Source: an optimization exercise on an open RTL-to-GDS flow (aim: small area and a short achievable clock period). Production flows keep margins and buffers that such runs may drop. No functional check of the RTL was part of this run.

--- flow/design.v ---
module DSP(
input clk,
input rst,
input [15:0] dout,
output G2,
output [15:0] o
    );
reg [15:0] d0, d1, d2, d3, d4, d5, d6, d7;  
reg [18:0] sb;                              
reg [3:0]  co;                               
reg [3:0]  c;                               
reg [9:0]  q;                               
reg        z;                               
wire        old_ok = c[3];                  
wire [15:0] nd7    = ~(d7 & {16{old_ok}});    
wire [15:0] y;
wire ra0;
wire ra1;
wire ra2;
wire ra3;
wire rp_G1;
wire rp_P1;
wire rp_G2;
wire rp_P2;
wire rp_G3;
wire rp_G4;
wire rp_G5;
wire [18:0] r;
wire ap_g0;
wire ap_p0;
wire ap_g1;
wire ap_p1;
wire ap_g2;
wire ap_p2;
wire ap_g3;
wire ap_p3;
wire ap_g4;
wire ap_p4;
wire ap_g5;
wire ap_p5;
wire ap_g6;
wire ap_p6;
wire ap_g7;
wire ap_p7;
wire ap_g8;
wire ap_p8;
wire ap_g9;
wire ap_p9;
wire ap_g10;
wire ap_p10;
wire ap_g11;
wire ap_p11;
wire ap_g12;
wire ap_p12;
wire ap_g13;
wire ap_p13;
wire ap_g14;
wire ap_p14;
wire ap_g15;
wire ap_p15;
wire ap_g16;
wire ap_p16;
wire ap_g17;
wire ap_p17;
wire ap_g18;
wire ap_p18;
wire ap_g0c;
wire ap_G1;
wire ap_G2;
wire ap_P2;
wire ap_G3;
wire ap_P3;
wire ap_G4;
wire ap_P4;
wire ap_G5;
wire ap_P5;
wire ap_G6;
wire ap_P6;
wire ap_G7;
wire ap_P7;
wire ap_G8;
wire ap_P8;
wire ap_G9;
wire ap_P9;
wire ap_G10;
wire ap_G11;
wire ap_G12;
wire ap_P12;
wire ap_G13;
wire ap_P13;
wire ap_G14;
wire ap_P14;
wire ap_G15;
wire ap_P15;
wire ap_G16;
wire ap_P16;
wire ap_G17;
wire ap_P17;
wire ap_G18;
wire ap_P18;
wire ap_G19;
wire ap_G20;
wire ap_G21;
wire ap_G22;
wire ap_G23;
wire ap_P23;
wire ap_G24;
wire ap_P24;
wire ap_G25;
wire ap_P25;
wire ap_G26;
wire ap_P26;
wire ap_G27;
wire ap_G28;
wire ap_G29;
wire ap_G30;
wire ap_G31;
wire ap_G32;
wire ap_G33;
wire ap_G34;
wire ap_G35;
wire ap_G36;
wire ap_G37;
wire ap_s0;
wire ap_s1;
wire ap_s2;
wire ap_s3;
wire ap_s4;
wire ap_s5;
wire ap_s6;
wire ap_s7;
wire ap_s8;
wire ap_s9;
wire ap_s10;
wire ap_s11;
wire ap_s12;
wire ap_s13;
wire ap_s14;
wire ap_s15;
wire ap_s16;
wire ap_s17;
wire ap_s18;
wire [18:0] p;
wire ab0__g0;
wire ab0__p0;
wire ab0__g1;
wire ab0__p1;
wire ab0__g2;
wire ab0__p2;
wire ab0__g3;
wire ab0__p3;
wire ab0__G1;
wire ab0__P1;
wire ab0__G2;
wire ab0__P2;
wire ab0__G3;
wire ab0__G4;
wire ab0__G5;
wire ab0__s0;
wire ab0__s1;
wire ab0__s2;
wire ab0__s3;
wire ab1__g0;
wire ab1__p0;
wire ab1__g1;
wire ab1__p1;
wire ab1__g2;
wire ab1__p2;
wire ab1__g3;
wire ab1__p3;
wire ab1__G1;
wire ab1__P1;
wire ab1__G2;
wire ab1__P2;
wire ab1__G3;
wire ab1__G4;
wire ab1__G5;
wire ab1__s0;
wire ab1__s1;
wire ab1__s2;
wire ab1__s3;
wire ab2__g0;
wire ab2__p0;
wire ab2__g1;
wire ab2__p1;
wire ab2__g2;
wire ab2__p2;
wire ab2__g3;
wire ab2__p3;
wire ab2__G1;
wire ab2__P1;
wire ab2__G2;
wire ab2__P2;
wire ab2__G3;
wire ab2__G4;
wire ab2__G5;
wire ab2__s0;
wire ab2__s1;
wire ab2__s2;
wire ab2__s3;
wire ab3__g0;
wire ab3__p0;
wire ab3__g1;
wire ab3__p1;
wire ab3__g2;
wire ab3__p2;
wire ab3__g3;
wire ab3__p3;
wire ab3__G1;
wire ab3__P1;
wire ab3__G2;
wire ab3__P2;
wire ab3__G3;
wire ab3__G4;
wire ab3__G5;
wire ab3__s0;
wire ab3__s1;
wire ab3__s2;
wire ab3__s3;
wire [18:0] sb_next;
wire [3:0] co_next;
wire tx0;
wire tk1;
wire tx1;
wire tk2;
wire tx2;
wire tk3;
wire tx3;
wire tk4;
wire tx4;
wire tk5;
wire tx5;
wire tk6;
wire tx6;
wire tk7;
wire tx7;
wire tk8;
wire tx8;
wire tk9;
wire tx9;
wire tk10;
wire tx10;
wire tk11;
wire tx11;
wire tk12;
wire tx12;
wire tk13;
wire tx13;
wire tk14;
wire tx14;
wire tk15;
wire tx15;
wire tk16;
wire tx16;
wire tk17;
wire tx17;
wire tk18;
wire tx18;
wire tk19;
wire tx19;
wire tk20;
wire tx20;
wire tk21;
wire tx21;
wire tk22;
wire aq_g0;
wire aq_p0;
wire aq_g1;
wire aq_p1;
wire aq_g2;
wire aq_p2;
wire aq_g3;
wire aq_p3;
wire aq_g4;
wire aq_p4;
wire aq_g5;
wire aq_p5;
wire aq_g6;
wire aq_p6;
wire aq_g7;
wire aq_p7;
wire aq_g8;
wire aq_p8;
wire aq_g9;
wire aq_p9;
wire aq_g10;
wire aq_p10;
wire aq_g11;
wire aq_p11;
wire aq_g12;
wire aq_p12;
wire aq_g13;
wire aq_p13;
wire aq_g14;
wire aq_p14;
wire aq_g15;
wire aq_p15;
wire aq_g16;
wire aq_p16;
wire aq_g17;
wire aq_p17;
wire aq_g18;
wire aq_p18;
wire aq_g19;
wire aq_p19;
wire aq_g20;
wire aq_p20;
wire aq_g21;
wire aq_p21;
wire aq_g0c;
wire aq_G1;
wire aq_P1;
wire aq_G2;
wire aq_P2;
wire aq_G3;
wire aq_P3;
wire aq_G4;
wire aq_P4;
wire aq_G5;
wire aq_P5;
wire aq_G6;
wire aq_P6;
wire aq_G7;
wire aq_P7;
wire aq_G8;
wire aq_P8;
wire aq_G9;
wire aq_P9;
wire aq_G10;
wire aq_P10;
wire aq_G11;
wire aq_P11;
wire aq_G12;
wire aq_P12;
wire aq_G13;
wire aq_P13;
wire aq_G14;
wire aq_P14;
wire aq_G15;
wire aq_P15;
wire aq_G16;
wire aq_P16;
wire aq_G17;
wire aq_P17;
wire aq_G18;
wire aq_P18;
wire aq_G19;
wire aq_P19;
wire aq_G20;
wire aq_P20;
wire aq_G21;
wire aq_G22;
wire aq_P22;
wire aq_G23;
wire aq_P23;
wire aq_G24;
wire aq_P24;
wire aq_G25;
wire aq_P25;
wire aq_G26;
wire aq_P26;
wire aq_G27;
wire aq_P27;
wire aq_G28;
wire aq_P28;
wire aq_G29;
wire aq_P29;
wire aq_G30;
wire aq_P30;
wire aq_G31;
wire aq_P31;
wire aq_G32;
wire aq_P32;
wire aq_G33;
wire aq_P33;
wire aq_G34;
wire aq_P34;
wire aq_G35;
wire aq_P35;
wire aq_G36;
wire aq_P36;
wire aq_G37;
wire aq_P37;
wire aq_G38;
wire aq_P38;
wire aq_G39;
wire aq_P39;
wire aq_G40;
wire aq_G41;
wire aq_G42;
wire aq_P42;
wire aq_G43;
wire aq_P43;
wire aq_G44;
wire aq_P44;
wire aq_G45;
wire aq_P45;
wire aq_G46;
wire aq_P46;
wire aq_G47;
wire aq_P47;
wire aq_G48;
wire aq_P48;
wire aq_G49;
wire aq_P49;
wire aq_G50;
wire aq_P50;
wire aq_G51;
wire aq_P51;
wire aq_G52;
wire aq_P52;
wire aq_G53;
wire aq_P53;
wire aq_G54;
wire aq_P54;
wire aq_G55;
wire aq_P55;
wire aq_G56;
wire aq_G57;
wire aq_G58;
wire aq_G59;
wire aq_G60;
wire aq_P60;
wire aq_G61;
wire aq_P61;
wire aq_G62;
wire aq_P62;
wire aq_G63;
wire aq_P63;
wire aq_G64;
wire aq_P64;
wire aq_G65;
wire aq_P65;
wire aq_G66;
wire aq_G67;
wire aq_G68;
wire aq_G69;
wire aq_G70;
wire aq_G71;
wire aq_G72;
wire aq_G73;
wire aq_G74;
wire aq_G75;
wire aq_G76;
wire aq_G77;
wire aq_G78;
wire aq_G79;
wire aq_s0;
wire aq_s1;
wire aq_s2;
wire aq_s3;
wire aq_s4;
wire aq_s5;
wire aq_s6;
wire aq_s7;
wire aq_s8;
wire aq_s9;
wire aq_s10;
wire aq_s11;
wire aq_s12;
wire aq_s13;
wire aq_s14;
wire aq_s15;
wire aq_s16;
wire aq_s17;
wire aq_s18;
wire aq_s19;
wire aq_s20;
wire aq_s21;
wire [9:0] qn;
assign ra0 = sb[0] & sb[1] & sb[2] & sb[3];
assign ra1 = sb[4] & sb[5] & sb[6] & sb[7];
assign ra2 = sb[8] & sb[9] & sb[10] & sb[11];
assign ra3 = sb[12] & sb[13] & sb[14] & sb[15];
assign rp_G1 = co[3] | (ra3 & co[2]);
assign rp_P1 = ra3 & ra2;
assign rp_G2 = co[2] | (ra2 & co[1]);
assign rp_P2 = ra2 & ra1;
assign rp_G3 = co[1] | (ra1 & co[0]);
assign rp_G4 = rp_G1 | (rp_P1 & rp_G3);
assign rp_G5 = rp_G2 | (rp_P2 & co[0]);
assign r = {(sb[18] ^ (rp_G4 & sb[16] & sb[17])), (sb[17] ^ (rp_G4 & sb[16])), (sb[16] ^ (rp_G4)), (sb[15] ^ (rp_G5 & sb[12] & sb[13] & sb[14])), (sb[14] ^ (rp_G5 & sb[12] & sb[13])), (sb[13] ^ (rp_G5 & sb[12])), (sb[12] ^ (rp_G5)), (sb[11] ^ (rp_G3 & sb[8] & sb[9] & sb[10])), (sb[10] ^ (rp_G3 & sb[8] & sb[9])), (sb[9] ^ (rp_G3 & sb[8])), (sb[8] ^ (rp_G3)), (sb[7] ^ (co[0] & sb[4] & sb[5] & sb[6])), (sb[6] ^ (co[0] & sb[4] & sb[5])), (sb[5] ^ (co[0] & sb[4])), (sb[4] ^ (co[0])), sb[3], sb[2], sb[1], sb[0]};
assign ap_g0 = r[0] & nd7[0];
assign ap_p0 = r[0] ^ nd7[0];
assign ap_g1 = r[1] & nd7[1];
assign ap_p1 = r[1] ^ nd7[1];
assign ap_g2 = r[2] & nd7[2];
assign ap_p2 = r[2] ^ nd7[2];
assign ap_g3 = r[3] & nd7[3];
assign ap_p3 = r[3] ^ nd7[3];
assign ap_g4 = r[4] & nd7[4];
assign ap_p4 = r[4] ^ nd7[4];
assign ap_g5 = r[5] & nd7[5];
assign ap_p5 = r[5] ^ nd7[5];
assign ap_g6 = r[6] & nd7[6];
assign ap_p6 = r[6] ^ nd7[6];
assign ap_g7 = r[7] & nd7[7];
assign ap_p7 = r[7] ^ nd7[7];
assign ap_g8 = r[8] & nd7[8];
assign ap_p8 = r[8] ^ nd7[8];
assign ap_g9 = r[9] & nd7[9];
assign ap_p9 = r[9] ^ nd7[9];
assign ap_g10 = r[10] & nd7[10];
assign ap_p10 = r[10] ^ nd7[10];
assign ap_g11 = r[11] & nd7[11];
assign ap_p11 = r[11] ^ nd7[11];
assign ap_g12 = r[12] & nd7[12];
assign ap_p12 = r[12] ^ nd7[12];
assign ap_g13 = r[13] & nd7[13];
assign ap_p13 = r[13] ^ nd7[13];
assign ap_g14 = r[14] & nd7[14];
assign ap_p14 = r[14] ^ nd7[14];
assign ap_g15 = r[15] & nd7[15];
assign ap_p15 = r[15] ^ nd7[15];
assign ap_g16 = r[16] & 1'b1;
assign ap_p16 = r[16] ^ 1'b1;
assign ap_g17 = r[17] & 1'b1;
assign ap_p17 = r[17] ^ 1'b1;
assign ap_g18 = r[18] & 1'b1;
assign ap_p18 = r[18] ^ 1'b1;
assign ap_g0c = ap_g0 | (ap_p0 & 1'b1);
assign ap_G1 = ap_g1 | (ap_p1 & ap_g0c);
assign ap_G2 = ap_g3 | (ap_p3 & ap_g2);
assign ap_P2 = ap_p3 & ap_p2;
assign ap_G3 = ap_g5 | (ap_p5 & ap_g4);
assign ap_P3 = ap_p5 & ap_p4;
assign ap_G4 = ap_g7 | (ap_p7 & ap_g6);
assign ap_P4 = ap_p7 & ap_p6;
assign ap_G5 = ap_g9 | (ap_p9 & ap_g8);
assign ap_P5 = ap_p9 & ap_p8;
assign ap_G6 = ap_g11 | (ap_p11 & ap_g10);
assign ap_P6 = ap_p11 & ap_p10;
assign ap_G7 = ap_g13 | (ap_p13 & ap_g12);
assign ap_P7 = ap_p13 & ap_p12;
assign ap_G8 = ap_g15 | (ap_p15 & ap_g14);
assign ap_P8 = ap_p15 & ap_p14;
assign ap_G9 = ap_g17 | (ap_p17 & ap_g16);
assign ap_P9 = ap_p17 & ap_p16;
assign ap_G10 = ap_g2 | (ap_p2 & ap_G1);
assign ap_G11 = ap_G2 | (ap_P2 & ap_G1);
assign ap_G12 = ap_g6 | (ap_p6 & ap_G3);
assign ap_P12 = ap_p6 & ap_P3;
assign ap_G13 = ap_G4 | (ap_P4 & ap_G3);
assign ap_P13 = ap_P4 & ap_P3;
assign ap_G14 = ap_g10 | (ap_p10 & ap_G5);
assign ap_P14 = ap_p10 & ap_P5;
assign ap_G15 = ap_G6 | (ap_P6 & ap_G5);
assign ap_P15 = ap_P6 & ap_P5;
assign ap_G16 = ap_g14 | (ap_p14 & ap_G7);
assign ap_P16 = ap_p14 & ap_P7;
assign ap_G17 = ap_G8 | (ap_P8 & ap_G7);
assign ap_P17 = ap_P8 & ap_P7;
assign ap_G18 = ap_g18 | (ap_p18 & ap_G9);
assign ap_P18 = ap_p18 & ap_P9;
assign ap_G19 = ap_g4 | (ap_p4 & ap_G11);
assign ap_G20 = ap_G3 | (ap_P3 & ap_G11);
assign ap_G21 = ap_G12 | (ap_P12 & ap_G11);
assign ap_G22 = ap_G13 | (ap_P13 & ap_G11);
assign ap_G23 = ap_g12 | (ap_p12 & ap_G15);
assign ap_P23 = ap_p12 & ap_P15;
assign ap_G24 = ap_G7 | (ap_P7 & ap_G15);
assign ap_P24 = ap_P7 & ap_P15;
assign ap_G25 = ap_G16 | (ap_P16 & ap_G15);
assign ap_P25 = ap_P16 & ap_P15;
assign ap_G26 = ap_G17 | (ap_P17 & ap_G15);
assign ap_P26 = ap_P17 & ap_P15;
assign ap_G27 = ap_g8 | (ap_p8 & ap_G22);
assign ap_G28 = ap_G5 | (ap_P5 & ap_G22);
assign ap_G29 = ap_G14 | (ap_P14 & ap_G22);
assign ap_G30 = ap_G15 | (ap_P15 & ap_G22);
assign ap_G31 = ap_G23 | (ap_P23 & ap_G22);
assign ap_G32 = ap_G24 | (ap_P24 & ap_G22);
assign ap_G33 = ap_G25 | (ap_P25 & ap_G22);
assign ap_G34 = ap_G26 | (ap_P26 & ap_G22);
assign ap_G35 = ap_g16 | (ap_p16 & ap_G34);
assign ap_G36 = ap_G9 | (ap_P9 & ap_G34);
assign ap_G37 = ap_G18 | (ap_P18 & ap_G34);
assign ap_s0 = ap_p0 ^ 1'b1;
assign ap_s1 = ap_p1 ^ ap_g0c;
assign ap_s2 = ap_p2 ^ ap_G1;
assign ap_s3 = ap_p3 ^ ap_G10;
assign ap_s4 = ap_p4 ^ ap_G11;
assign ap_s5 = ap_p5 ^ ap_G19;
assign ap_s6 = ap_p6 ^ ap_G20;
assign ap_s7 = ap_p7 ^ ap_G21;
assign ap_s8 = ap_p8 ^ ap_G22;
assign ap_s9 = ap_p9 ^ ap_G27;
assign ap_s10 = ap_p10 ^ ap_G28;
assign ap_s11 = ap_p11 ^ ap_G29;
assign ap_s12 = ap_p12 ^ ap_G30;
assign ap_s13 = ap_p13 ^ ap_G31;
assign ap_s14 = ap_p14 ^ ap_G32;
assign ap_s15 = ap_p15 ^ ap_G33;
assign ap_s16 = ap_p16 ^ ap_G34;
assign ap_s17 = ap_p17 ^ ap_G35;
assign ap_s18 = ap_p18 ^ ap_G36;
assign p = {ap_s18, ap_s17, ap_s16, ap_s15, ap_s14, ap_s13, ap_s12, ap_s11, ap_s10, ap_s9, ap_s8, ap_s7, ap_s6, ap_s5, ap_s4, ap_s3, ap_s2, ap_s1, ap_s0} & {19{~z}};
assign ab0__g0 = p[0] & dout[0];
assign ab0__p0 = p[0] ^ dout[0];
assign ab0__g1 = p[1] & dout[1];
assign ab0__p1 = p[1] ^ dout[1];
assign ab0__g2 = p[2] & dout[2];
assign ab0__p2 = p[2] ^ dout[2];
assign ab0__g3 = p[3] & dout[3];
assign ab0__p3 = p[3] ^ dout[3];
assign ab0__G1 = ab0__g3 | (ab0__p3 & ab0__g2);
assign ab0__P1 = ab0__p3 & ab0__p2;
assign ab0__G2 = ab0__g2 | (ab0__p2 & ab0__g1);
assign ab0__P2 = ab0__p2 & ab0__p1;
assign ab0__G3 = ab0__g1 | (ab0__p1 & ab0__g0);
assign ab0__G4 = ab0__G1 | (ab0__P1 & ab0__G3);
assign ab0__G5 = ab0__G2 | (ab0__P2 & ab0__g0);
assign ab0__s0 = ab0__p0 ^ 1'b0;
assign ab0__s1 = ab0__p1 ^ ab0__g0;
assign ab0__s2 = ab0__p2 ^ ab0__G3;
assign ab0__s3 = ab0__p3 ^ ab0__G5;
assign ab1__g0 = p[4] & dout[4];
assign ab1__p0 = p[4] ^ dout[4];
assign ab1__g1 = p[5] & dout[5];
assign ab1__p1 = p[5] ^ dout[5];
assign ab1__g2 = p[6] & dout[6];
assign ab1__p2 = p[6] ^ dout[6];
assign ab1__g3 = p[7] & dout[7];
assign ab1__p3 = p[7] ^ dout[7];
assign ab1__G1 = ab1__g3 | (ab1__p3 & ab1__g2);
assign ab1__P1 = ab1__p3 & ab1__p2;
assign ab1__G2 = ab1__g2 | (ab1__p2 & ab1__g1);
assign ab1__P2 = ab1__p2 & ab1__p1;
assign ab1__G3 = ab1__g1 | (ab1__p1 & ab1__g0);
assign ab1__G4 = ab1__G1 | (ab1__P1 & ab1__G3);
assign ab1__G5 = ab1__G2 | (ab1__P2 & ab1__g0);
assign ab1__s0 = ab1__p0 ^ 1'b0;
assign ab1__s1 = ab1__p1 ^ ab1__g0;
assign ab1__s2 = ab1__p2 ^ ab1__G3;
assign ab1__s3 = ab1__p3 ^ ab1__G5;
assign ab2__g0 = p[8] & dout[8];
assign ab2__p0 = p[8] ^ dout[8];
assign ab2__g1 = p[9] & dout[9];
assign ab2__p1 = p[9] ^ dout[9];
assign ab2__g2 = p[10] & dout[10];
assign ab2__p2 = p[10] ^ dout[10];
assign ab2__g3 = p[11] & dout[11];
assign ab2__p3 = p[11] ^ dout[11];
assign ab2__G1 = ab2__g3 | (ab2__p3 & ab2__g2);
assign ab2__P1 = ab2__p3 & ab2__p2;
assign ab2__G2 = ab2__g2 | (ab2__p2 & ab2__g1);
assign ab2__P2 = ab2__p2 & ab2__p1;
assign ab2__G3 = ab2__g1 | (ab2__p1 & ab2__g0);
assign ab2__G4 = ab2__G1 | (ab2__P1 & ab2__G3);
assign ab2__G5 = ab2__G2 | (ab2__P2 & ab2__g0);
assign ab2__s0 = ab2__p0 ^ 1'b0;
assign ab2__s1 = ab2__p1 ^ ab2__g0;
assign ab2__s2 = ab2__p2 ^ ab2__G3;
assign ab2__s3 = ab2__p3 ^ ab2__G5;
assign ab3__g0 = p[12] & dout[12];
assign ab3__p0 = p[12] ^ dout[12];
assign ab3__g1 = p[13] & dout[13];
assign ab3__p1 = p[13] ^ dout[13];
assign ab3__g2 = p[14] & dout[14];
assign ab3__p2 = p[14] ^ dout[14];
assign ab3__g3 = p[15] & dout[15];
assign ab3__p3 = p[15] ^ dout[15];
assign ab3__G1 = ab3__g3 | (ab3__p3 & ab3__g2);
assign ab3__P1 = ab3__p3 & ab3__p2;
assign ab3__G2 = ab3__g2 | (ab3__p2 & ab3__g1);
assign ab3__P2 = ab3__p2 & ab3__p1;
assign ab3__G3 = ab3__g1 | (ab3__p1 & ab3__g0);
assign ab3__G4 = ab3__G1 | (ab3__P1 & ab3__G3);
assign ab3__G5 = ab3__G2 | (ab3__P2 & ab3__g0);
assign ab3__s0 = ab3__p0 ^ 1'b0;
assign ab3__s1 = ab3__p1 ^ ab3__g0;
assign ab3__s2 = ab3__p2 ^ ab3__G3;
assign ab3__s3 = ab3__p3 ^ ab3__G5;
assign sb_next = {p[18:16], ab3__s3, ab3__s2, ab3__s1, ab3__s0, ab2__s3, ab2__s2, ab2__s1, ab2__s0, ab1__s3, ab1__s2, ab1__s1, ab1__s0, ab0__s3, ab0__s2, ab0__s1, ab0__s0};
assign co_next = {ab3__G4, ab2__G4, ab1__G4, ab0__G4};
assign tx0 = ~y[0] ^ y[6];
assign tk1 = ~y[0] & y[6];
assign tx1 = ~y[1] ^ y[7];
assign tk2 = ~y[1] & y[7];
assign tx2 = ~y[2] ^ y[8];
assign tk3 = ~y[2] & y[8];
assign tx3 = ~y[3] ^ y[9];
assign tk4 = ~y[3] & y[9];
assign tx4 = ~y[4] ^ y[10];
assign tk5 = ~y[4] & y[10];
assign tx5 = ~y[5] ^ y[11];
assign tk6 = ~y[5] & y[11];
assign tx6 = y[0] ^ ~y[6] ^ y[12];
assign tk7 = (y[0] & ~y[6]) | (y[0] & y[12]) | (~y[6] & y[12]);
assign tx7 = y[1] ^ ~y[7] ^ y[13];
assign tk8 = (y[1] & ~y[7]) | (y[1] & y[13]) | (~y[7] & y[13]);
assign tx8 = y[2] ^ ~y[8] ^ y[14];
assign tk9 = (y[2] & ~y[8]) | (y[2] & y[14]) | (~y[8] & y[14]);
assign tx9 = y[3] ^ ~y[9] ^ y[15];
assign tk10 = (y[3] & ~y[9]) | (y[3] & y[15]) | (~y[9] & y[15]);
assign tx10 = y[4] ^ ~y[10];
assign tk11 = y[4] & ~y[10];
assign tx11 = y[5] ^ ~y[11];
assign tk12 = y[5] & ~y[11];
assign tx12 = y[6] ^ ~y[12];
assign tk13 = y[6] & ~y[12];
assign tx13 = y[7] ^ ~y[13];
assign tk14 = y[7] & ~y[13];
assign tx14 = y[8] ^ ~y[14];
assign tk15 = y[8] & ~y[14];
assign tx15 = y[9] ^ ~y[15];
assign tk16 = y[9] & ~y[15];
assign tx16 = y[10] ^ 1'b1;
assign tk17 = y[10] & 1'b1;
assign tx17 = y[11] ^ 1'b1;
assign tk18 = y[11] & 1'b1;
assign tx18 = y[12] ^ 1'b1;
assign tk19 = y[12] & 1'b1;
assign tx19 = y[13] ^ 1'b1;
assign tk20 = y[13] & 1'b1;
assign tx20 = y[14] ^ 1'b1;
assign tk21 = y[14] & 1'b1;
assign tx21 = y[15] ^ 1'b1;
assign tk22 = y[15] & 1'b1;
assign aq_g0 = tx0 & 1'b0;
assign aq_p0 = tx0 ^ 1'b0;
assign aq_g1 = tx1 & tk1;
assign aq_p1 = tx1 ^ tk1;
assign aq_g2 = tx2 & tk2;
assign aq_p2 = tx2 ^ tk2;
assign aq_g3 = tx3 & tk3;
assign aq_p3 = tx3 ^ tk3;
assign aq_g4 = tx4 & tk4;
assign aq_p4 = tx4 ^ tk4;
assign aq_g5 = tx5 & tk5;
assign aq_p5 = tx5 ^ tk5;
assign aq_g6 = tx6 & tk6;
assign aq_p6 = tx6 ^ tk6;
assign aq_g7 = tx7 & tk7;
assign aq_p7 = tx7 ^ tk7;
assign aq_g8 = tx8 & tk8;
assign aq_p8 = tx8 ^ tk8;
assign aq_g9 = tx9 & tk9;
assign aq_p9 = tx9 ^ tk9;
assign aq_g10 = tx10 & tk10;
assign aq_p10 = tx10 ^ tk10;
assign aq_g11 = tx11 & tk11;
assign aq_p11 = tx11 ^ tk11;
assign aq_g12 = tx12 & tk12;
assign aq_p12 = tx12 ^ tk12;
assign aq_g13 = tx13 & tk13;
assign aq_p13 = tx13 ^ tk13;
assign aq_g14 = tx14 & tk14;
assign aq_p14 = tx14 ^ tk14;
assign aq_g15 = tx15 & tk15;
assign aq_p15 = tx15 ^ tk15;
assign aq_g16 = tx16 & tk16;
assign aq_p16 = tx16 ^ tk16;
assign aq_g17 = tx17 & tk17;
assign aq_p17 = tx17 ^ tk17;
assign aq_g18 = tx18 & tk18;
assign aq_p18 = tx18 ^ tk18;
assign aq_g19 = tx19 & tk19;
assign aq_p19 = tx19 ^ tk19;
assign aq_g20 = tx20 & tk20;
assign aq_p20 = tx20 ^ tk20;
assign aq_g21 = tx21 & tk21;
assign aq_p21 = tx21 ^ tk21;
assign aq_g0c = aq_g0 | (aq_p0 & 1'b1);
assign aq_G1 = aq_g21 | (aq_p21 & aq_g20);
assign aq_P1 = aq_p21 & aq_p20;
assign aq_G2 = aq_g20 | (aq_p20 & aq_g19);
assign aq_P2 = aq_p20 & aq_p19;
assign aq_G3 = aq_g19 | (aq_p19 & aq_g18);
assign aq_P3 = aq_p19 & aq_p18;
assign aq_G4 = aq_g18 | (aq_p18 & aq_g17);
assign aq_P4 = aq_p18 & aq_p17;
assign aq_G5 = aq_g17 | (aq_p17 & aq_g16);
assign aq_P5 = aq_p17 & aq_p16;
assign aq_G6 = aq_g16 | (aq_p16 & aq_g15);
assign aq_P6 = aq_p16 & aq_p15;
assign aq_G7 = aq_g15 | (aq_p15 & aq_g14);
assign aq_P7 = aq_p15 & aq_p14;
assign aq_G8 = aq_g14 | (aq_p14 & aq_g13);
assign aq_P8 = aq_p14 & aq_p13;
assign aq_G9 = aq_g13 | (aq_p13 & aq_g12);
assign aq_P9 = aq_p13 & aq_p12;
assign aq_G10 = aq_g12 | (aq_p12 & aq_g11);
assign aq_P10 = aq_p12 & aq_p11;
assign aq_G11 = aq_g11 | (aq_p11 & aq_g10);
assign aq_P11 = aq_p11 & aq_p10;
assign aq_G12 = aq_g10 | (aq_p10 & aq_g9);
assign aq_P12 = aq_p10 & aq_p9;
assign aq_G13 = aq_g9 | (aq_p9 & aq_g8);
assign aq_P13 = aq_p9 & aq_p8;
assign aq_G14 = aq_g8 | (aq_p8 & aq_g7);
assign aq_P14 = aq_p8 & aq_p7;
assign aq_G15 = aq_g7 | (aq_p7 & aq_g6);
assign aq_P15 = aq_p7 & aq_p6;
assign aq_G16 = aq_g6 | (aq_p6 & aq_g5);
assign aq_P16 = aq_p6 & aq_p5;
assign aq_G17 = aq_g5 | (aq_p5 & aq_g4);
assign aq_P17 = aq_p5 & aq_p4;
assign aq_G18 = aq_g4 | (aq_p4 & aq_g3);
assign aq_P18 = aq_p4 & aq_p3;
assign aq_G19 = aq_g3 | (aq_p3 & aq_g2);
assign aq_P19 = aq_p3 & aq_p2;
assign aq_G20 = aq_g2 | (aq_p2 & aq_g1);
assign aq_P20 = aq_p2 & aq_p1;
assign aq_G21 = aq_g1 | (aq_p1 & aq_g0c);
assign aq_G22 = aq_G1 | (aq_P1 & aq_G3);
assign aq_P22 = aq_P1 & aq_P3;
assign aq_G23 = aq_G2 | (aq_P2 & aq_G4);
assign aq_P23 = aq_P2 & aq_P4;
assign aq_G24 = aq_G3 | (aq_P3 & aq_G5);
assign aq_P24 = aq_P3 & aq_P5;
assign aq_G25 = aq_G4 | (aq_P4 & aq_G6);
assign aq_P25 = aq_P4 & aq_P6;
assign aq_G26 = aq_G5 | (aq_P5 & aq_G7);
assign aq_P26 = aq_P5 & aq_P7;
assign aq_G27 = aq_G6 | (aq_P6 & aq_G8);
assign aq_P27 = aq_P6 & aq_P8;
assign aq_G28 = aq_G7 | (aq_P7 & aq_G9);
assign aq_P28 = aq_P7 & aq_P9;
assign aq_G29 = aq_G8 | (aq_P8 & aq_G10);
assign aq_P29 = aq_P8 & aq_P10;
assign aq_G30 = aq_G9 | (aq_P9 & aq_G11);
assign aq_P30 = aq_P9 & aq_P11;
assign aq_G31 = aq_G10 | (aq_P10 & aq_G12);
assign aq_P31 = aq_P10 & aq_P12;
assign aq_G32 = aq_G11 | (aq_P11 & aq_G13);
assign aq_P32 = aq_P11 & aq_P13;
assign aq_G33 = aq_G12 | (aq_P12 & aq_G14);
assign aq_P33 = aq_P12 & aq_P14;
assign aq_G34 = aq_G13 | (aq_P13 & aq_G15);
assign aq_P34 = aq_P13 & aq_P15;
assign aq_G35 = aq_G14 | (aq_P14 & aq_G16);
assign aq_P35 = aq_P14 & aq_P16;
assign aq_G36 = aq_G15 | (aq_P15 & aq_G17);
assign aq_P36 = aq_P15 & aq_P17;
assign aq_G37 = aq_G16 | (aq_P16 & aq_G18);
assign aq_P37 = aq_P16 & aq_P18;
assign aq_G38 = aq_G17 | (aq_P17 & aq_G19);
assign aq_P38 = aq_P17 & aq_P19;
assign aq_G39 = aq_G18 | (aq_P18 & aq_G20);
assign aq_P39 = aq_P18 & aq_P20;
assign aq_G40 = aq_G19 | (aq_P19 & aq_G21);
assign aq_G41 = aq_G20 | (aq_P20 & aq_g0c);
assign aq_G42 = aq_G22 | (aq_P22 & aq_G26);
assign aq_P42 = aq_P22 & aq_P26;
assign aq_G43 = aq_G23 | (aq_P23 & aq_G27);
assign aq_P43 = aq_P23 & aq_P27;
assign aq_G44 = aq_G24 | (aq_P24 & aq_G28);
assign aq_P44 = aq_P24 & aq_P28;
assign aq_G45 = aq_G25 | (aq_P25 & aq_G29);
assign aq_P45 = aq_P25 & aq_P29;
assign aq_G46 = aq_G26 | (aq_P26 & aq_G30);
assign aq_P46 = aq_P26 & aq_P30;
assign aq_G47 = aq_G27 | (aq_P27 & aq_G31);
assign aq_P47 = aq_P27 & aq_P31;
assign aq_G48 = aq_G28 | (aq_P28 & aq_G32);
assign aq_P48 = aq_P28 & aq_P32;
assign aq_G49 = aq_G29 | (aq_P29 & aq_G33);
assign aq_P49 = aq_P29 & aq_P33;
assign aq_G50 = aq_G30 | (aq_P30 & aq_G34);
assign aq_P50 = aq_P30 & aq_P34;
assign aq_G51 = aq_G31 | (aq_P31 & aq_G35);
assign aq_P51 = aq_P31 & aq_P35;
assign aq_G52 = aq_G32 | (aq_P32 & aq_G36);
assign aq_P52 = aq_P32 & aq_P36;
assign aq_G53 = aq_G33 | (aq_P33 & aq_G37);
assign aq_P53 = aq_P33 & aq_P37;
assign aq_G54 = aq_G34 | (aq_P34 & aq_G38);
assign aq_P54 = aq_P34 & aq_P38;
assign aq_G55 = aq_G35 | (aq_P35 & aq_G39);
assign aq_P55 = aq_P35 & aq_P39;
assign aq_G56 = aq_G36 | (aq_P36 & aq_G40);
assign aq_G57 = aq_G37 | (aq_P37 & aq_G41);
assign aq_G58 = aq_G38 | (aq_P38 & aq_G21);
assign aq_G59 = aq_G39 | (aq_P39 & aq_g0c);
assign aq_G60 = aq_G42 | (aq_P42 & aq_G50);
assign aq_P60 = aq_P42 & aq_P50;
assign aq_G61 = aq_G43 | (aq_P43 & aq_G51);
assign aq_P61 = aq_P43 & aq_P51;
assign aq_G62 = aq_G44 | (aq_P44 & aq_G52);
assign aq_P62 = aq_P44 & aq_P52;
assign aq_G63 = aq_G45 | (aq_P45 & aq_G53);
assign aq_P63 = aq_P45 & aq_P53;
assign aq_G64 = aq_G46 | (aq_P46 & aq_G54);
assign aq_P64 = aq_P46 & aq_P54;
assign aq_G65 = aq_G47 | (aq_P47 & aq_G55);
assign aq_P65 = aq_P47 & aq_P55;
assign aq_G66 = aq_G48 | (aq_P48 & aq_G56);
assign aq_G67 = aq_G49 | (aq_P49 & aq_G57);
assign aq_G68 = aq_G50 | (aq_P50 & aq_G58);
assign aq_G69 = aq_G51 | (aq_P51 & aq_G59);
assign aq_G70 = aq_G52 | (aq_P52 & aq_G40);
assign aq_G71 = aq_G53 | (aq_P53 & aq_G41);
assign aq_G72 = aq_G54 | (aq_P54 & aq_G21);
assign aq_G73 = aq_G55 | (aq_P55 & aq_g0c);
assign aq_G74 = aq_G60 | (aq_P60 & aq_G58);
assign aq_G75 = aq_G61 | (aq_P61 & aq_G59);
assign aq_G76 = aq_G62 | (aq_P62 & aq_G40);
assign aq_G77 = aq_G63 | (aq_P63 & aq_G41);
assign aq_G78 = aq_G64 | (aq_P64 & aq_G21);
assign aq_G79 = aq_G65 | (aq_P65 & aq_g0c);
assign aq_s0 = aq_p0 ^ 1'b1;
assign aq_s1 = aq_p1 ^ aq_g0c;
assign aq_s2 = aq_p2 ^ aq_G21;
assign aq_s3 = aq_p3 ^ aq_G41;
assign aq_s4 = aq_p4 ^ aq_G40;
assign aq_s5 = aq_p5 ^ aq_G59;
assign aq_s6 = aq_p6 ^ aq_G58;
assign aq_s7 = aq_p7 ^ aq_G57;
assign aq_s8 = aq_p8 ^ aq_G56;
assign aq_s9 = aq_p9 ^ aq_G73;
assign aq_s10 = aq_p10 ^ aq_G72;
assign aq_s11 = aq_p11 ^ aq_G71;
assign aq_s12 = aq_p12 ^ aq_G70;
assign aq_s13 = aq_p13 ^ aq_G69;
assign aq_s14 = aq_p14 ^ aq_G68;
assign aq_s15 = aq_p15 ^ aq_G67;
assign aq_s16 = aq_p16 ^ aq_G66;
assign aq_s17 = aq_p17 ^ aq_G79;
assign aq_s18 = aq_p18 ^ aq_G78;
assign aq_s19 = aq_p19 ^ aq_G77;
assign aq_s20 = aq_p20 ^ aq_G76;
assign aq_s21 = aq_p21 ^ aq_G75;
assign qn = {aq_s21, aq_s20, aq_s19, aq_s18, aq_s17, aq_s16, aq_s15, aq_s14, aq_s13, aq_s12};
assign y = r[18:3];
always @(posedge clk) begin
  d0 <= dout;
  d1 <= d0;
  d2 <= d1;
  d3 <= d2;
  d4 <= d3;
  d5 <= d4;
  d6 <= d5;
  d7 <= d6;
  sb <= sb_next;
  co <= co_next;
  z  <= rst;
  if (rst) begin
    c  <= 4'd0;
    q  <= 10'd0;
  end else begin
    c  <= c + {3'd0, ~old_ok};
    q  <= z ? 10'd0 : qn;
  end
end
assign o  = {6'd0, q};
assign G2 = 1'b0;
endmodule
--- flow/flow/run.sh ---
#!/bin/bash
# Standard layout (bash standard.sh: the standard flow's own synthesis and ORFS steps), with
# three changes:
# - the port buffers are buf_2 cells instead of the default choice
#   (clkdlybuf4s50_1, a delay cell); every port is still buffered;
# - timing repair aims for 11.9 ns of setup slack at the design's clock period,
#   so the resizer speeds up the critical paths instead of stopping once the
#   16 ns period is met;
# - clock tree synthesis uses a sky130_fd_sc_hd__clkbuf_16 root buffer, sky130_fd_sc_hd__clkbuf_8 buffers below it,
#   and inserts no dummy loads.
# The full output of the layout goes to standard.log.
set -euo pipefail
export BUFFER_PORTS_ARGS="-buffer_cell sky130_fd_sc_hd__buf_2"
export SETUP_SLACK_MARGIN=11.9
export CTS_ARGS="-sink_clustering_enable -repair_clock_nets -root_buf sky130_fd_sc_hd__clkbuf_16 -buf_list {sky130_fd_sc_hd__clkbuf_8} -dont_use_dummy_load"
bash standard.sh > standard.log 2>&1
--- flow/standard.sh ---
#!/bin/bash
# synth_recipe.tcl (not shown) runs the flow's synth.tcl, then flattens the netlist and writes it again
# the make line also repeats each setting of config.mk as NAME=value (left out here)
make -C /OpenROAD-flow-scripts/flow DESIGN_CONFIG=/design/flow/config.mk WORK_HOME=/design/flow/orfs CLKGATE_MAP_FILE= SYNTH_SCRIPT=/design/flow/synth_recipe.tcl "${@:-finish}"
--- flow/config.mk ---
export PLATFORM = sky130hd
export DESIGN_NAME = DSP
export DESIGN_NICKNAME = DSP
export VERILOG_FILES = /design/flow/design.v
export SDC_FILE = /design/flow/constraint.sdc
export NUM_CORES = 4
export LEC_CHECK = 0
export CAP_MARGIN = 20
export CORE_MARGIN = 2
export CORE_UTILIZATION = 40
export SLEW_MARGIN = 20
--- flow/constraint.sdc ---
create_clock -name core_clock -period 16.0 [get_ports {clk}]
set_input_delay 3.2000 -clock core_clock [delete_from_list [all_inputs] [get_ports {clk}]]
set_output_delay 3.2000 -clock core_clock [all_outputs]
set_load 0.01 [all_outputs]
==> flow_summary.json <==
{
  "final_common_cell": "sky130_fd_sc_hd__dfxtp_1",
  "drt_first_iter_violations": 163,
  "synth_seq_area_share": 0.541,
  "period_needed_ns": 4.05,
  "grt_pass1_vias": 3630,
  "clk_pin_slew_worst_paths_ns": 0.07,
  "grt_max_degree": 26,
  "ys_seq_elements": 166,
  "master_cell_of_the_clock_root_buffer": "sky130_fd_sc_hd__clkbuf_16",
  "syn_area_sq_mm": 0.00614,
  "type_of_element_capturing_the_critical_path": "flop",
  "core_area_sq_mm": 0.0151,
  "cts-buffers-inserted": 17,
  "whs_path_depth": 0,
  "report.final.hold_viol_count": 0,
  "dpl.hpwl_microns": 7350,
  "floorplan.initialDensity": 0.407,
  "worstHoldStart": "d3[11]$_DFF_P_",
  "worst-path-max-fanout": 12,
  "crit_type": "input pin to flop",
  "slew_viol_final": 0,
  "setup_repair_after_global_routing_missed_its_margin": "yes",
  "die_y_microns": 128,
  "ys_types": 49,
  "fin_skew_ns": 0.0308,
  "final_layout_size_suffix_gt1_frac": 0.131,
  "min_delay_worst_endpoint": "d4[11]$_DFF_P_",
  "die-width_microns": 128,
  "reg2reg_from": "sb[6]$_DFF_P_",
  "detailedRoute.firstPassIterationCount": 4,
  "tritoncts": "yes",
  "area.growth.synth_to_final_pct": 11.7,
  "gp_routability_congestion": 0.799,
  "fin_tns_setup_ns": 0,
  "max_freq_mhz": 247,
  "diodes": 0,
  "avg_cell_area_syn_sq_um": 11.6,
  "async_flop_share": 0,
  "fillers": 1387,
  "count_of_standard_cell_rows": 45,
  "vias_per_cell": 4.70,
  "antenna_found_initial": 0,
  "crit_required_ns": 16.28,
  "routed_wirelength_microns": 9900,
  "reg2reg_depth": 17,
  "grt_first_pass_wirelength_microns": 17000,
  "critical_path.startpoint_type": "input pin",
  "synth_flop_cell": "sky130_fd_sc_hd__dfxtp_1",
  "drc_errors": 0,
  "globalRouteOverflowTotal": 0,
  "synth_edf_count": 0,
  "vias": 3579,
  "ctsLongestPathBuffers": 2,
  "setup.reg_to_reg.worst_slack_ns": 12.02,
  "die-area_sq_mm": 0.0164,
  "cts.sinks": 166,
  "utilization": 0.454,
  "cts-hold-fix-buffers": 0,
  "status": "finished clean",
  "number_of_maximum_capacitance_violations": 0,
  "final_net_count": 682,
  "ant_nets": 0,
  "min_period_over_period": 0.253,
  "place.port_buffers": 27,
  "setup_failing_eps_final": 0,
  "ioPinCount": 35,
  "htree_levels": 4,
  "clk-insertion-delay-late_ns": 0.37,
  "cp.arrival_ns": 4.33,
  "hold_path.class": "flop to flop",
  "yosys_warnings": 1,
  "mostFrequentLayoutCells": "sky130_fd_sc_hd__dfxtp_1 (166), sky130_fd_sc_hd__ha_1 (76), sky130_fd_sc_hd__inv_1 (43), sky130_fd_sc_hd__nor2_1 (30), sky130_fd_sc_hd__buf_2 (27)",
  "total_routing_resource_utilization_after_global_routing": 0.134,
  "wl_per_cell_microns": 13.0,
  "timing.rr.end": "q[9]$_SDFF_PP0_",
  "synth_cells": 529
}
-- what timing repair did --
item                       in CTS  in global routing
setup endpoints to repair       4                  7
pin swaps                       1                  6
buffers inserted                1                  5
hold endpoints to repair        0                  0
resized for setup               5                 11
-- worst max-delay path, stage by stage --
cell	delay, ns
sky130_fd_sc_hd__buf_2	0.14
sky130_fd_sc_hd__or2_2	0.38
sky130_fd_sc_hd__or4_1	0.53
sky130_fd_sc_hd__nand3_1	0.08
-- flip-flops by register name (all words and copies together) (netlist names), 16 cells and up --
name,count
d4,16
d3,16
d5,16
d7,16
d0,16
sb,19
d2,16
d1,16
d6,16
-- routing by layer --
layer / routed length (microns) / track usage / share of wire
met1: 4740 / 0.166 / 0.48
met2: 4640 / 0.221 / 0.47
met3: 331 / 0.0438 / 0.033
met4: 190 / 0.0465 / 0.019
met5: 0 / 0 / 0
-- cells by family after synthesis --
kind of cell / synth area share
buffers and inverters: 0.0395
AO/OA/AOI/OAI: 0.0815
other: 0.000611
adder cells (fa/ha/maj): 0.193
AND/OR/NAND/NOR: 0.0895
flip-flops: 0.541
XOR/XNOR: 0.0542
-- cells in the mapped netlist (5+ instances only) --
cell	count	share of area
sky130_fd_sc_hd__dfxtp_1	166	0.54
sky130_fd_sc_hd__ha_1	78	0.16
sky130_fd_sc_hd__inv_1	44	0.027
sky130_fd_sc_hd__nor2_1	30	0.018
sky130_fd_sc_hd__xnor2_1	27	0.039
sky130_fd_sc_hd__nand2_1	22	0.013
sky130_fd_sc_hd__a21oi_1	17	0.014
sky130_fd_sc_hd__a21o_1	13	0.016
sky130_fd_sc_hd__nand2b_1	11	0.011
sky130_fd_sc_hd__nor2b_1	11	0.011
sky130_fd_sc_hd__o21ai_0	11	0.0090
sky130_fd_sc_hd__xor2_1	11	0.016
sky130_fd_sc_hd__fa_1	10	0.033
sky130_fd_sc_hd__buf_4	7	0.0086
sky130_fd_sc_hd__nand4_1	7	0.0071
sky130_fd_sc_hd__nand3_1	6	0.0049
sky130_fd_sc_hd__a211oi_1	5	0.0061
sky130_fd_sc_hd__a31oi_1	5	0.0051
-- stage by stage --
stage	hold WS (ns)	instances	worst slack [ns]	area [sq um]
6_report	0.310	762	11.95	6860
5_1_grt	0.311	762	11.80	6860
4_1_cts	0.313	757	11.90	6760
3_5_place_dp	0.312	739	11.61	6470
3_3_place_gp	0.310	739	11.64	6470
2_1_floorplan	0.310	535	11.91	6160
-- cell type report --
class | count | area (sq um) | area share
tap | 188 | 235 | 0.0343
clock buffer | 17 | 245 | 0.0358
sequential | 166 | 3320 | 0.485
timing repair buffer | 35 | 195 | 0.0285
inverter | 44 | 165 | 0.0241
multi-input combinational | 312 | 2690 | 0.393
-- worst max-delay path by stage --
stage,start,endpoint,slack [ns],cells past startpoint
global route,sb[6]$_DFF_P_,q[9]$_SDFF_PP0_,11.80,17
detailed placement,rst,q[9]$_SDFF_PP0_,11.61,4
finish,rst,q[9]$_SDFF_PP0_,11.95,4
global placement,rst,q[9]$_SDFF_PP0_,11.64,4
CTS,sb[6]$_DFF_P_,q[9]$_SDFF_PP0_,11.90,17
floorplan,rst,q[9]$_SDFF_PP0_,11.91,3

## separate check: timing with driven ports
Ports are ideal in the flow. The routed layout listed here was re-timed in OpenROAD.
Step 1, drivers: a clkbuf_16 drives clk and a buf_2 each remaining input, both assumed.
Step 2 also shifts input and output timing later by t, the mid clock arrival at the registers, as if the neighbouring blocks saw the same clock.
Slacks: no drivers / after step 1 / after step 2; pairs: no drivers / after step 1.
shift t [ns]: 0.391
setup slack, ns: 11.952 / 11.970 / 11.578
clock arrival spread, ns: 0.032 / 0.031
worst register clock-pin slew, ns: 0.09 / 0.09
cell pins on the clock port's net: 1
After both steps this run still meets setup and hold. The setup slack of this run moves by +0.018 ns with the drivers and by -0.374 ns with both steps.
